What follows belongs to an exercise in optimizing a design on an open flow for small area; a production flow would make more cautious choices.
The RTL was checked by simulation tests, not by an equivalence proof against the original design.

==> v32: inputs <==
==> flow/design.v <==
`timescale 1ns / 1ps
module matCalc(clk, reset,sel,c, MatrixIn,MatrixIn1,MatrixOut, determinant);
input clk, reset;
input [2:0] sel;
input [31:0] c;
input [287:0] MatrixIn, MatrixIn1;
output reg [31:0] determinant;
output reg [287:0] MatrixOut;
reg [31:0] D;
wire [31:0] E00 = MatrixIn[287:256], E01 = MatrixIn[255:224], E02 = MatrixIn[223:192];
wire [31:0] E10 = MatrixIn[191:160], E11 = MatrixIn[159:128], E12 = MatrixIn[127:96];
wire [31:0] E20 = MatrixIn[95:64],   E21 = MatrixIn[63:32],   E22 = MatrixIn[31:0];
wire det = sel[2];
wire [31:0] p11 = E11 * (det ? E22 : c);
wire [31:0] p21 = E21 * (det ? E12 : c);
wire [31:0] p12 = E12 * (det ? E20 : c);
wire [31:0] p22 = E22 * (det ? E10 : c);
wire [31:0] p10 = E10 * (det ? E21 : c);
wire [31:0] p20 = E20 * (det ? E11 : c);
wire [31:0] m0 = p11 - p21;    
wire [31:0] m1 = p12 - p22;    
wire [31:0] m2 = p10 - p20;    
wire [31:0] p00 = E00 * (det ? m0 : c);
wire [31:0] p01 = E01 * (det ? m1 : c);
wire [31:0] p02 = E02 * (det ? m2 : c);
wire [31:0] dnew = p00 + p01 + p02;
wire [287:0] prod = {p00, p01, p02, p10, p11, p12, p20, p21, p22};
wire [287:0] trans = {E00, E10, E20, E01, E11, E21, E02, E12, E22};
reg [287:0] gnext;
integer i;
always @* begin
    for (i = 0; i < 9; i = i + 1) begin
        case (sel[1:0])
            2'd0: gnext[32*i +: 32] = trans[32*i +: 32];
            2'd1: gnext[32*i +: 32] = MatrixIn[32*i +: 32] + MatrixIn1[32*i +: 32];
            2'd2: gnext[32*i +: 32] = MatrixIn[32*i +: 32] - MatrixIn1[32*i +: 32];
            default: gnext[32*i +: 32] = prod[32*i +: 32];
        endcase
    end
end
always @(posedge reset, posedge clk) begin
    if (reset) begin
        determinant <= 32'b0;
        MatrixOut <= 288'b0;
        D <= 32'b0;
    end
    else if (det) begin
        determinant <= D;
        D <= dnew;
    end
    else begin
        MatrixOut <= gnext;
    end
end
endmodule
`timescale 1ns / 1ps
module DeterminantTopModule(clk, reset, SW, LED,sel,
                             c, 
                             E00, E01, E02, 
                             E10, E11, E12, 
                             E20, E21, E22, 
                             F00, F01, F02, 
                             F10, F11, F12, 
                             F20, F21, F22, 
                             G00, G01, G02, 
                             G10, G11, G12, 
                             G20, G21, G22, 
                             determinant);
input clk, reset; 
input [2:0] sel;
input [2:0] SW; 
input [31:0] c;
input [31:0] E00, E01, E02, 
             E10, E11, E12, 
             E20, E21, E22;
input [31:0]  F00, F01, F02, 
              F10, F11, F12, 
              F20, F21, F22; 
output [31:0] G00, G01, G02, 
              G10, G11, G12, 
              G20, G21, G22; 
output  wire  [15:0] LED;
output wire [31:0] determinant;
matCalc one (.clk (clk), .reset(reset), .c(c),.sel(sel),
             .MatrixIn({E00, E01, E02, E10, E11, E12, E20, E21,E22}), 
             .MatrixIn1({F00, F01, F02, F10, F11, F12, F20, F21,F22}),
             .MatrixOut({G00, G01, G02, G10, G11, G12, G20, G21,G22}),
             .determinant(determinant));
assign LED = E02[15:0];
endmodule
==> flow/run.sh <==
#!/bin/bash
# synth_recipe.tcl (not shown) runs the flow's synth.tcl, then flattens the netlist and writes it again
# the make line also repeats each setting of config.mk as NAME=value (left out here)
make -C /OpenROAD-flow-scripts/flow DESIGN_CONFIG=/design/flow/config.mk WORK_HOME=/design/flow/orfs CLKGATE_MAP_FILE= SYNTH_SCRIPT=/design/flow/synth_recipe.tcl finish
==> flow/config.mk <==
export PLATFORM = sky130hd
export DESIGN_NAME = DeterminantTopModule
export DESIGN_NICKNAME = DeterminantTopModule
export VERILOG_FILES = /design/flow/design.v
export SDC_FILE = /design/flow/constraint.sdc
export NUM_CORES = 8
export LEC_CHECK = 0
export CAP_MARGIN = 20
export CORE_MARGIN = 2
export CORE_UTILIZATION = 40
export SLEW_MARGIN = 20
==> flow/constraint.sdc <==
create_clock -name core_clock -period 23.0 [get_ports {clk}]
set_input_delay 4.6000 -clock core_clock [delete_from_list [all_inputs] [get_ports {clk}]]
set_output_delay 4.6000 -clock core_clock [all_outputs]
set_load 0.01 [all_outputs]
==> inputs of v7, as changes to v32 <==
==> flow/design.v (replaced) <==
`timescale 1ns / 1ps
module matCalc(clk, reset,sel,c, MatrixIn,MatrixIn1,MatrixOut, determinant);
input clk, reset; 
input [2:0] sel; 
input [31:0] c; 
input [287:0] MatrixIn, MatrixIn1; 
output reg [31:0] determinant; 
output reg [287:0] MatrixOut; 
reg [31:0] X; 
reg [31:0] Y; 
reg [31:0] Z; 
always @(posedge reset, posedge clk) begin 
    if (reset) begin 
        determinant <= 16'b0;
        MatrixOut <= 288'b0; 
        X <= 32'b0;
        Y <= 32'b0;
        Z <= 32'b0;
    end 
    else begin 
        if (sel == 0) begin 
            MatrixOut[287:256] <= MatrixIn[287:256];  
            MatrixOut[255:224] <=  MatrixIn[191:160];  
            MatrixOut[223:192] <= MatrixIn[95:64];  
            MatrixOut[191:160] <= MatrixIn[255:224];  
            MatrixOut[159:128] <= MatrixIn[159:128];  
            MatrixOut[127:96] <= MatrixIn[63:32];  
            MatrixOut[95:64] <= MatrixIn[223:192];  
            MatrixOut[63:32] <= MatrixIn[127:96];   
            MatrixOut[31:0] <= MatrixIn[31:0];    
        end 
        else if (sel == 1) begin 
            MatrixOut[287:256] <= MatrixIn[287:256]+MatrixIn1[287:256]; 
            MatrixOut[255:224] <=  MatrixIn[255:224]+MatrixIn1[255:224]; 
            MatrixOut[223:192] <= MatrixIn[223:192]+MatrixIn1[223:192]; 
            MatrixOut[191:160] <= MatrixIn[191:160]+MatrixIn1[191:160]; 
            MatrixOut[159:128] <= MatrixIn[159:128]+MatrixIn1[159:128]; 
            MatrixOut[127:96] <= MatrixIn[127:96]+MatrixIn1[127:96]; 
            MatrixOut[95:64] <= MatrixIn[95:64]+MatrixIn1[95:64]; 
            MatrixOut[63:32] <= MatrixIn[63:32]+MatrixIn1[63:32];  
            MatrixOut[31:0] <= MatrixIn[31:0]+MatrixIn1[31:0];   
        end 
        else if (sel == 2) begin 
            MatrixOut[287:256] <= MatrixIn[287:256]-MatrixIn1[287:256]; 
            MatrixOut[255:224] <=  MatrixIn[255:224]-MatrixIn1[255:224]; 
            MatrixOut[223:192] <= MatrixIn[223:192]-MatrixIn1[223:192]; 
            MatrixOut[191:160] <= MatrixIn[191:160]-MatrixIn1[191:160]; 
            MatrixOut[159:128] <= MatrixIn[159:128]-MatrixIn1[159:128]; 
            MatrixOut[127:96] <= MatrixIn[127:96]-MatrixIn1[127:96]; 
            MatrixOut[95:64] <= MatrixIn[95:64]-MatrixIn1[95:64]; 
            MatrixOut[63:32] <= MatrixIn[63:32]-MatrixIn1[63:32];  
            MatrixOut[31:0] <= MatrixIn[31:0]-MatrixIn1[31:0]; 
        end 
        else if (sel == 3) begin 
            MatrixOut[287:256] <= c*MatrixIn[287:256]; 
            MatrixOut[255:224] <= c*MatrixIn[255:224]; 
            MatrixOut[223:192] <= c*MatrixIn[223:192]; 
            MatrixOut[191:160] <= c*MatrixIn[191:160]; 
            MatrixOut[159:128] <= c*MatrixIn[159:128]; 
            MatrixOut[127:96] <= c*MatrixIn[127:96]; 
            MatrixOut[95:64] <= c*MatrixIn[95:64]; 
            MatrixOut[63:32] <= c*MatrixIn[63:32];  
            MatrixOut[31:0] <= c*MatrixIn[31:0]; 
        end 
        else begin 
            X <= MatrixIn[287:256]*((MatrixIn[159:128]*MatrixIn[31:0])- (MatrixIn[63:32]*MatrixIn[127:96]));
            Y <= MatrixIn[255:224]*((MatrixIn[191:160]*MatrixIn[31:0])-(MatrixIn[95:64]*MatrixIn[127:96]));
            Z <= MatrixIn[223:192]*((MatrixIn[191:160]*MatrixIn[63:32])-(MatrixIn[95:64]*MatrixIn[159:128]));
            determinant <= X-Y+Z;
        end 
    end
 end 
endmodule
`timescale 1ns / 1ps
module DeterminantTopModule(clk, reset, SW, LED,sel,
                             c, 
                             E00, E01, E02, 
                             E10, E11, E12, 
                             E20, E21, E22, 
                             F00, F01, F02, 
                             F10, F11, F12, 
                             F20, F21, F22, 
                             G00, G01, G02, 
                             G10, G11, G12, 
                             G20, G21, G22, 
                             determinant);
input clk, reset; 
input [2:0] sel;
input [2:0] SW; 
input [31:0] c;
input [31:0] E00, E01, E02, 
             E10, E11, E12, 
             E20, E21, E22;
input [31:0]  F00, F01, F02, 
              F10, F11, F12, 
              F20, F21, F22; 
output [31:0] G00, G01, G02, 
              G10, G11, G12, 
              G20, G21, G22; 
output  wire  [15:0] LED;
output wire [31:0] determinant;
matCalc one (.clk (clk), .reset(reset), .c(c),.sel(sel),
             .MatrixIn({E00, E01, E02, E10, E11, E12, E20, E21,E22}), 
             .MatrixIn1({F00, F01, F02, F10, F11, F12, F20, F21,F22}),
             .MatrixOut({G00, G01, G02, G10, G11, G12, G20, G21,G22}),
             .determinant(determinant));
assign LED = E02[15:0];
endmodule
==> results.txt <==
Between v7 and v32, the lower non-clock buffer count is in v7 (gap 1214). Against v32, the via count of v7 is higher by about 64%. In v7 the sequential share of layout area is lower than in v32, by 1.1 points. Against v7, the die area of v32 is lower by 44%. Between v7 and v32, the lower worst hold slack is in v7 (gap 0.0047 ns). Against v7, the clock-buffer cell count of v32 is lower by 19. Area after synthesis: v7 is larger than v32 (about 80%). Critical path depth: v32 is higher than v7 (8). Of v7 and v32, v7 has the higher clock skew (gap 0.023 ns).
==> figures <==
Number of iterations in the first detailed-routing pass: v32 6; v7 14
Beginning of the worst register-to-register path: v32 one.D[28]; v7 one.Z[1]
Arr. time, crit path: v32 23.33 ns; v7 22.57 ns
Cell Area, Placed: v32 215000 sq um; v7 350000 sq um
Unique masters post-synth: v32 86; v7 88
Wl on met1: v32 326000 um; v7 497000 um
Routability congestion estimate from global placement: v32 1.09; v7 0.985
Amount of wire on met3 after detailed routing: v32 84800 um; v7 158000 um
Filler-free cell count of the finished design: v32 30020; v7 49567
P&R area growth vs syn: v32 18.9%; v7 7.50%
Clock-pin slew on the worst setup and hold paths: v32 0.07 ns; v7 0.08 ns
Hold_sp: v32 one.MatrixOut[73]; v7 one.MatrixOut[13]
Mapped Cells: v32 21706; v7 38688
Std-Cell Rows: v32 248; v7 333
Dpl hpwl: v32 761000 um; v7 1110000 um
Crit path time final: v32 22.65 ns; v7 21.76 ns
Status: v32 no timing/DRC/antenna violations; v7 no timing/DRC/antenna violations

## separate check: timing with driven ports
In the flow no input, the clock included, has a driving cell. The finished layouts below were timed again as built, in two steps. Step 1, drivers: a clkbuf_16 drives clk and a buf_2 each remaining input, both assumed. Step 2 adds t to the input delays and takes it off the output delays; t is the mean of the earliest and latest rising clock arrival at the registers after step 1. Input paths then give back, and output paths get back, about the clock's delay inside the block. Slacks: ideal ports / drivers / drivers and shift; pairs: ideal ports / drivers.
| run | t (ns) | slack for setup (ns) | hold slack, ns | worst setup path at the end | cell pins on the clock port's net |
|---|---|---|---|---|---|
| v32 | 0.943 | 0.354 / 0.327 / -0.616 | 0.479 / 0.479 / 0.479 | input to register | 1 |
| v7 | 1.026 | 1.241 / 1.183 / 0.157 | 0.475 / 0.475 / 0.475 | input to register | 1 |
Met with ideal ports but missed after step 2: setup timing in v32. For v7, which loses most, drivers alone change the setup slack by -0.058 ns; drivers and shift together by -1.084 ns.
